This is an optimization exercise on Yosys and OpenROAD, whose aim is small area, a short achievable clock period and few clock cycles per item, not a production implementation. At most, simulation tests tie the RTL to the original design; equivalence was not proved. Power and IR drop assume default switching activity.

==> inputs of run a <==
==> flow/design.v <==
module non_rest #(parameter n=16, s=16) (output wire [s-1:0] QUOTIENT, REMAINDER, output wire done,
    input wire [n-1:0] x, y, input wire clk, reset, start);
    localparam K  = 2;
    localparam LD = 2;
    localparam S1 = 8;     
    localparam S2 = 4;     
    reg [15:0] Q, R, M;    
    reg [3:0]  cnt;        
    reg        fin;
    assign QUOTIENT  = Q;
    assign REMAINDER = R;
    assign done      = fin;
    wire busy = |cnt;
    reg [15:0] sr, sq;
    reg [16:0] st;
    reg [17:0] sd;
    integer j;
    always @* begin
        sr = R; sq = Q;
        for (j = 0; j < K; j = j + 1) begin
            st = {sr, sq[15]};
            sd = {1'b0, st} - {2'b0, M};
            sr = sd[17] ? st[15:0] : sd[15:0];
            sq = {sq[14:0], ~sd[17]};
        end
    end
    wire            ysmall = ~|y[15:LD];
    reg  [LD-1:0]   lr, lq;
    reg  [LD:0]     lt;
    integer i;
    always @* begin
        lr = 0; lq = 0;
        for (i = LD-1; i >= 0; i = i - 1) begin
            lt = {lr, x[16-LD+i]};
            lq[i] = ysmall && (lt >= {1'b0, y[LD-1:0]});
            lr = lq[i] ? lt - {1'b0, y[LD-1:0]} : lt;
        end
    end
    wire u1 = (S1 > 0) && (y >= (17'd1 << S1));
    wire u2 = (S2 > 0) && !u1 && (y >= (17'd1 << S2));
    wire [31:0] xs1 = {16'd0, x} << S1;
    wire [31:0] xs2 = {16'd0, x} << S2;
    always @(posedge clk, posedge reset)
        if (reset) begin
            cnt <= 4'd0; fin <= 1'b0;
        end else if (start) begin
            cnt <= u1 ? (16 - S1) / K : u2 ? (16 - S2) / K : (16 - LD) / K;
            fin <= 1'b0;
        end else if (busy) begin
            cnt <= cnt - 4'd1;
            if (cnt == 4'd1) fin <= 1'b1;
        end
    always @(posedge clk)
        if (start) begin
            M <= y;
            if (u1)      begin R <= xs1[31:16]; Q <= xs1[15:0]; end
            else if (u2) begin R <= xs2[31:16]; Q <= xs2[15:0]; end
            else         begin R <= {{(16-LD){1'b0}}, lr}; Q <= {x[15-LD:0], lq}; end
        end else if (busy) begin
            R <= sr;
            Q <= sq;
        end
endmodule
==> flow/run.sh <==
#!/bin/bash
# synth_recipe.tcl (not shown) runs the flow's synth.tcl, then flattens the netlist and writes it again
# the make line also repeats each setting of config.mk as NAME=value (left out here)
make -C /OpenROAD-flow-scripts/flow DESIGN_CONFIG=/design/flow/config.mk WORK_HOME=/design/flow/orfs CLKGATE_MAP_FILE= SYNTH_SCRIPT=/design/flow/synth_recipe.tcl finish
==> flow/config.mk <==
export PLATFORM = sky130hd
export DESIGN_NAME = non_rest
export DESIGN_NICKNAME = non_rest
export VERILOG_FILES = /design/flow/design.v
export SDC_FILE = /design/flow/constraint.sdc
export NUM_CORES = 4
export LEC_CHECK = 0
export CAP_MARGIN = 20
export CORE_MARGIN = 2
export CORE_UTILIZATION = 40
export SETUP_SLACK_MARGIN = 3.5
export SLEW_MARGIN = 20
==> flow/constraint.sdc <==
create_clock -name core_clock -period 6.0 [get_ports {clk}]
set_input_delay 1.2000 -clock core_clock [delete_from_list [all_inputs] [get_ports {clk}]]
set_output_delay 1.2000 -clock core_clock [all_outputs]
set_load 0.01 [all_outputs]
==> inputs of run b, as changes to run a <==
==> flow/design.v, changed modules only <==
module non_rest #(parameter n=16, s=16) (output wire [s-1:0] QUOTIENT, REMAINDER, output wire done,
    input wire [n-1:0] x, y, input wire clk, reset, start);
    reg [15:0] Q, R, M;    
    reg [3:0]  cnt;        
    reg        fin;
    assign QUOTIENT  = Q;
    assign REMAINDER = R;
    assign done      = fin;
    wire        busy = |cnt;
    wire [16:0] T    = {R, Q[15]};
    wire [17:0] D    = {1'b0, T} - {2'b0, M};
    wire        qb   = ~D[17];
    wire y_le1 = ~|y[15:1];
    wire q0    = y_le1 & (~y[0] | x[15]);
    wire r0    = x[15] & ~(y_le1 & y[0]);
    wire c8 = |y[15:8];
    wire c4 = |y[15:4];
    always @(posedge clk, posedge reset)
        if (reset) begin
            cnt <= 4'd0; fin <= 1'b0;
        end else if (start) begin
            if (c8) begin cnt <= 4'd8; fin <= 1'b0; end
            else if (c4) begin cnt <= 4'd12; fin <= 1'b0; end
            else begin cnt <= 4'd15; fin <= 1'b0; end
        end else if (busy) begin
            cnt <= cnt - 4'd1;
            if (cnt == 4'd1) fin <= 1'b1;
        end
    always @(posedge clk)
        if (start) begin
            M <= y;
            if (c8) begin R <= {8'd0, x[15:8]}; Q <= {x[7:0], 8'd0}; end
            else if (c4) begin R <= {12'd0, x[15:12]}; Q <= {x[11:0], 4'd0}; end
            else begin R <= {15'd0, r0}; Q <= {x[14:0], q0}; end
        end else if (busy) begin
            R <= qb ? D[15:0] : T[15:0];
            Q <= {Q[14:0], qb};
        end
endmodule
==> flow/flow/run.sh (new file) <==
#!/bin/bash
# Standard layout, with the port buffers made from buf_1 cells instead of the
# default choice; the resizer still upsizes any of them that timing needs.
set -euo pipefail
bash standard.sh "BUFFER_PORTS_ARGS=-buffer_cell sky130_fd_sc_hd__buf_1" finish > orfs_make.log 2>&1
==> flow/standard.sh (new file) <==
#!/bin/bash
# synth_recipe.tcl (not shown) runs the flow's synth.tcl, then flattens the netlist and writes it again
# the make line also repeats each setting of config.mk as NAME=value (left out here)
make -C /OpenROAD-flow-scripts/flow DESIGN_CONFIG=/design/flow/config.mk WORK_HOME=/design/flow/orfs CLKGATE_MAP_FILE= SYNTH_SCRIPT=/design/flow/synth_recipe.tcl "${@:-finish}"
Settings changed: CORE_UTILIZATION 40 to 60.
removed: flow/run.sh
==> inputs of run c, as changes to run a <==
==> flow/design.v, changed modules only <==
module non_rest #(parameter n=16, s=16) (output wire [s-1:0] QUOTIENT, REMAINDER, output wire done,
    input wire [n-1:0] x, y, input wire clk, reset, start);
    reg [15:0] Q, R, M;    
    reg [3:0]  cnt;        
    reg        fin;
    assign QUOTIENT  = Q;
    assign REMAINDER = R;
    assign done      = fin;
    wire        busy = |cnt;
    wire [16:0] T    = {R, Q[15]};
    wire [17:0] D    = {1'b0, T} - {2'b0, M};
    wire        qb   = ~D[17];
    wire y_le1 = ~|y[15:1];
    wire q0    = y_le1 & (~y[0] | x[15]);
    wire r0    = x[15] & ~(y_le1 & y[0]);
    wire c16 = (x < y);
    wire c12 = (|y[15:12]) | (x[15:4] < y[11:0]);
    wire c8 = (|y[15:8]) | (x[15:8] < y[7:0]);
    wire c4 = (|y[15:4]) | (x[15:12] < y[3:0]);
    always @(posedge clk, posedge reset)
        if (reset) begin
            cnt <= 4'd0; fin <= 1'b0;
        end else if (start) begin
            if (c16) begin cnt <= 4'd0; fin <= 1'b1; end
            else if (c12) begin cnt <= 4'd4; fin <= 1'b0; end
            else if (c8) begin cnt <= 4'd8; fin <= 1'b0; end
            else if (c4) begin cnt <= 4'd12; fin <= 1'b0; end
            else begin cnt <= 4'd15; fin <= 1'b0; end
        end else if (busy) begin
            cnt <= cnt - 4'd1;
            if (cnt == 4'd1) fin <= 1'b1;
        end
    always @(posedge clk)
        if (start) begin
            M <= y;
            if (c16) begin R <= x; Q <= 16'd0; end
            else if (c12) begin R <= {4'd0, x[15:4]}; Q <= {x[3:0], 12'd0}; end
            else if (c8) begin R <= {8'd0, x[15:8]}; Q <= {x[7:0], 8'd0}; end
            else if (c4) begin R <= {12'd0, x[15:12]}; Q <= {x[11:0], 4'd0}; end
            else begin R <= {15'd0, r0}; Q <= {x[14:0], q0}; end
        end else if (busy) begin
            R <= qb ? D[15:0] : T[15:0];
            Q <= {Q[14:0], qb};
        end
endmodule
==> flow/flow/run.sh (new file) <==
#!/bin/bash
# Standard layout, with the port buffers made from buf_1 cells instead of the
# default choice; the resizer still upsizes any of them that timing needs.
set -euo pipefail
bash standard.sh "BUFFER_PORTS_ARGS=-buffer_cell sky130_fd_sc_hd__buf_1" finish > orfs_make.log 2>&1
==> flow/standard.sh (new file) <==
#!/bin/bash
# synth_recipe.tcl (not shown) runs the flow's synth.tcl, then flattens the netlist and writes it again
# the make line also repeats each setting of config.mk as NAME=value (left out here)
make -C /OpenROAD-flow-scripts/flow DESIGN_CONFIG=/design/flow/config.mk WORK_HOME=/design/flow/orfs CLKGATE_MAP_FILE= SYNTH_SCRIPT=/design/flow/synth_recipe.tcl "${@:-finish}"
removed: flow/run.sh
==> inputs of run d, as changes to run a <==
==> flow/design.v, changed modules only <==
module non_rest #(parameter n=16, s=16) (output wire [s-1:0] QUOTIENT, REMAINDER, output wire done,
    input wire [n-1:0] x, y, input wire clk, reset, start);
    reg [15:0] Q, R, M;    
    reg [17:0] M3;         
    reg [2:0]  cnt;        
    reg        fin;
    assign QUOTIENT  = Q;
    assign REMAINDER = R;
    assign done      = fin;
    wire busy = |cnt;
    wire [17:0] U  = {R, Q[15:14]};
    wire [18:0] D1 = {1'b0, U} - {3'd0, M};
    wire [18:0] D2 = {1'b0, U} - {2'd0, M, 1'b0};
    wire [18:0] D3 = {1'b0, U} - {1'b0, M3};
    wire ge1 = ~D1[18], ge2 = ~D2[18], ge3 = ~D3[18];
    wire [1:0]  qd = ge3 ? 2'd3 : ge2 ? 2'd2 : ge1 ? 2'd1 : 2'd0;
    wire [15:0] rn = ge3 ? D3[15:0] : ge2 ? D2[15:0] : ge1 ? D1[15:0] : U[15:0];
    wire       ysm = ~|y[15:2];
    wire [2:0] t1  = {2'd0, x[15]};
    wire       a1  = ysm & (t1 >= {1'b0, y[1:0]});
    wire [1:0] r1  = a1 ? t1[1:0] - y[1:0] : t1[1:0];
    wire [2:0] t2  = {r1, x[14]};
    wire       a2  = ysm & (t2 >= {1'b0, y[1:0]});
    wire [1:0] r2  = a2 ? t2[1:0] - y[1:0] : t2[1:0];
    wire c12 = |y[15:12];
    wire c8  = |y[15:8];
    wire c4  = |y[15:4];
    always @(posedge clk, posedge reset)
        if (reset) begin
            cnt <= 3'd0; fin <= 1'b0;
        end else if (start) begin
            cnt <= c12 ? 3'd2 : c8 ? 3'd4 : c4 ? 3'd6 : 3'd7;
            fin <= 1'b0;
        end else if (busy) begin
            cnt <= cnt - 3'd1;
            if (cnt == 3'd1) fin <= 1'b1;
        end
    always @(posedge clk)
        if (start) begin
            M  <= y;
            M3 <= {2'd0, y} + {1'b0, y, 1'b0};
            if (c12)     begin R <= {4'd0, x[15:4]};   Q <= {x[3:0], 12'd0};  end
            else if (c8) begin R <= {8'd0, x[15:8]};   Q <= {x[7:0], 8'd0};   end
            else if (c4) begin R <= {12'd0, x[15:12]}; Q <= {x[11:0], 4'd0};  end
            else         begin R <= {14'd0, r2};       Q <= {x[13:0], a1, a2}; end
        end else if (busy) begin
            R <= rn;
            Q <= {Q[13:0], qd};
        end
endmodule
==> flow/flow/run.sh (new file) <==
#!/bin/bash
# Standard layout, with the port buffers made from buf_1 cells instead of the
# default choice; the resizer still upsizes any of them that timing needs.
set -euo pipefail
bash standard.sh "BUFFER_PORTS_ARGS=-buffer_cell sky130_fd_sc_hd__buf_1" finish > orfs_make.log 2>&1
==> flow/standard.sh (new file) <==
#!/bin/bash
# synth_recipe.tcl (not shown) runs the flow's synth.tcl, then flattens the netlist and writes it again
# the make line also repeats each setting of config.mk as NAME=value (left out here)
make -C /OpenROAD-flow-scripts/flow DESIGN_CONFIG=/design/flow/config.mk WORK_HOME=/design/flow/orfs CLKGATE_MAP_FILE= SYNTH_SCRIPT=/design/flow/synth_recipe.tcl "${@:-finish}"
removed: flow/run.sh
==> notes.md <==
The flow ran to the end and the layout has no timing, DRC or antenna violations. The area taken by flip-flops and latches is 1570 µm². The synthesized-area fraction occupied by ao, oa, aoi and oai cells is 21.7%. The most numerous cell in the Yosys netlist is ha_1. The non-clock buffer area fraction after layout came out at 14.1%. The post-CTS resize count came out at 110. The destination of the worst register-to-register timing path is R[4]$_DFFE_PP_. The utilization of the core after routing is 57.5%. The power density of the placed cells came out at 344 nW/µm². The count of filler cells inserted in the layout is 978.
That was run c.
==> notes.md <==
Cells fill 57.7% of the core in the end. The most numerous cell in the Yosys netlist is edfxtp_1. Pin placement for this block handled 68 I/O pins. For this run, global-route usage on met1 was measured as 30.4%. The non-clock buffer area fraction after layout is 19.8%.

The worst register-to-register path has a setup slack of 1.33 ns. The run finished with no timing, DRC or antenna violations. The post-CTS resize count came out at 53.

The area taken by flip-flops and latches came out at 1570 µm². The synthesized-area fraction occupied by ao, oa, aoi and oai cells came out at 21.0%. Summed over all instances, the cell type with the most area after synthesis is edfxtp_1. The count of filler cells inserted in the layout is 944.
That was run a.
==> notes.md <==
The run finished with no timing, DRC or antenna violations. The synthesized-area fraction occupied by ao, oa, aoi and oai cells is 25.5%. After synthesis, the share of flip-flops with an asynchronous set or reset is 5.80%. The clock passes through at most 2 buffers. The setup slack of the critical path after layout is 2.41 ns. The destination of the worst register-to-register timing path is R[1]$_DFFE_PP_.

For this run, design rule violations remaining after detail routing come to 0. The power density of the placed cells is 516 nW/µm². The most numerous cell in the Yosys netlist is ha_1.
That was run d.
==> notes.md <==
The synthesized-area fraction occupied by ao, oa, aoi and oai cells came out at 17.9%. The area taken by flip-flops and latches is 1570 µm². The non-clock buffer area fraction after layout is 8.45%. The power density of the placed cells is 413 nW/µm². The run finished with no timing, DRC or antenna violations. In this run the register-to-register setup slack is 3.57 ns. At the end of the flow the core is filled with cells to 72.5%. The most numerous cell in the Yosys netlist is edfxtp_1. After Yosys synthesis, and, or, nand and nor cells account for 13.9% of the synthesized area. The count of filler cells inserted in the layout came out at 445.
That was run b.
Testbench counts of run b, summed over its fixed seeds: cycles 19,649, divisions 1,600.
Only the layout flow was run in run a, run c and run d; the RTL was not checked for function there.

afterwards: timing with drivers on the ports:
Ports are ideal in the flow. The routed layouts listed here were re-timed in OpenROAD.
Step 1 (the two cells are an assumption about what drives the block):
set clk [get_ports {clk}]
set_driving_cell -lib_cell sky130_fd_sc_hd__clkbuf_16 $clk
set_driving_cell -lib_cell sky130_fd_sc_hd__buf_2 [delete_from_list [all_inputs] $clk]
Step 2 times the ports against the registers' clock, not the clock port: input delays grow and output delays shrink by t, the midpoint of the rising clock arrivals with the driver on.
Slacks: ideal / step 1 / step 2; pairs: ideal / step 1.
run | t (ns) | slack for setup (ns) | hold slack, ns | worst setup path at the end
run a | 0.346 | 1.334 / 1.334 / 1.334 | 0.543 / 0.543 / 0.543 | register to register
run b | 0.335 | 3.570 / 3.570 / 3.304 | 0.549 / 0.549 / 0.549 | input to register
run c | 0.329 | 3.010 / 3.005 / 2.676 | 0.547 / 0.547 / 0.547 | input to register
run d | 0.374 | 2.409 / 2.400 / 2.026 | 0.503 / 0.503 / 0.503 | input to register
After both steps setup and hold are still met in every run listed. The setup slack of run d, which loses most, moves by -0.009 ns with the drivers and by -0.383 ns with both steps.
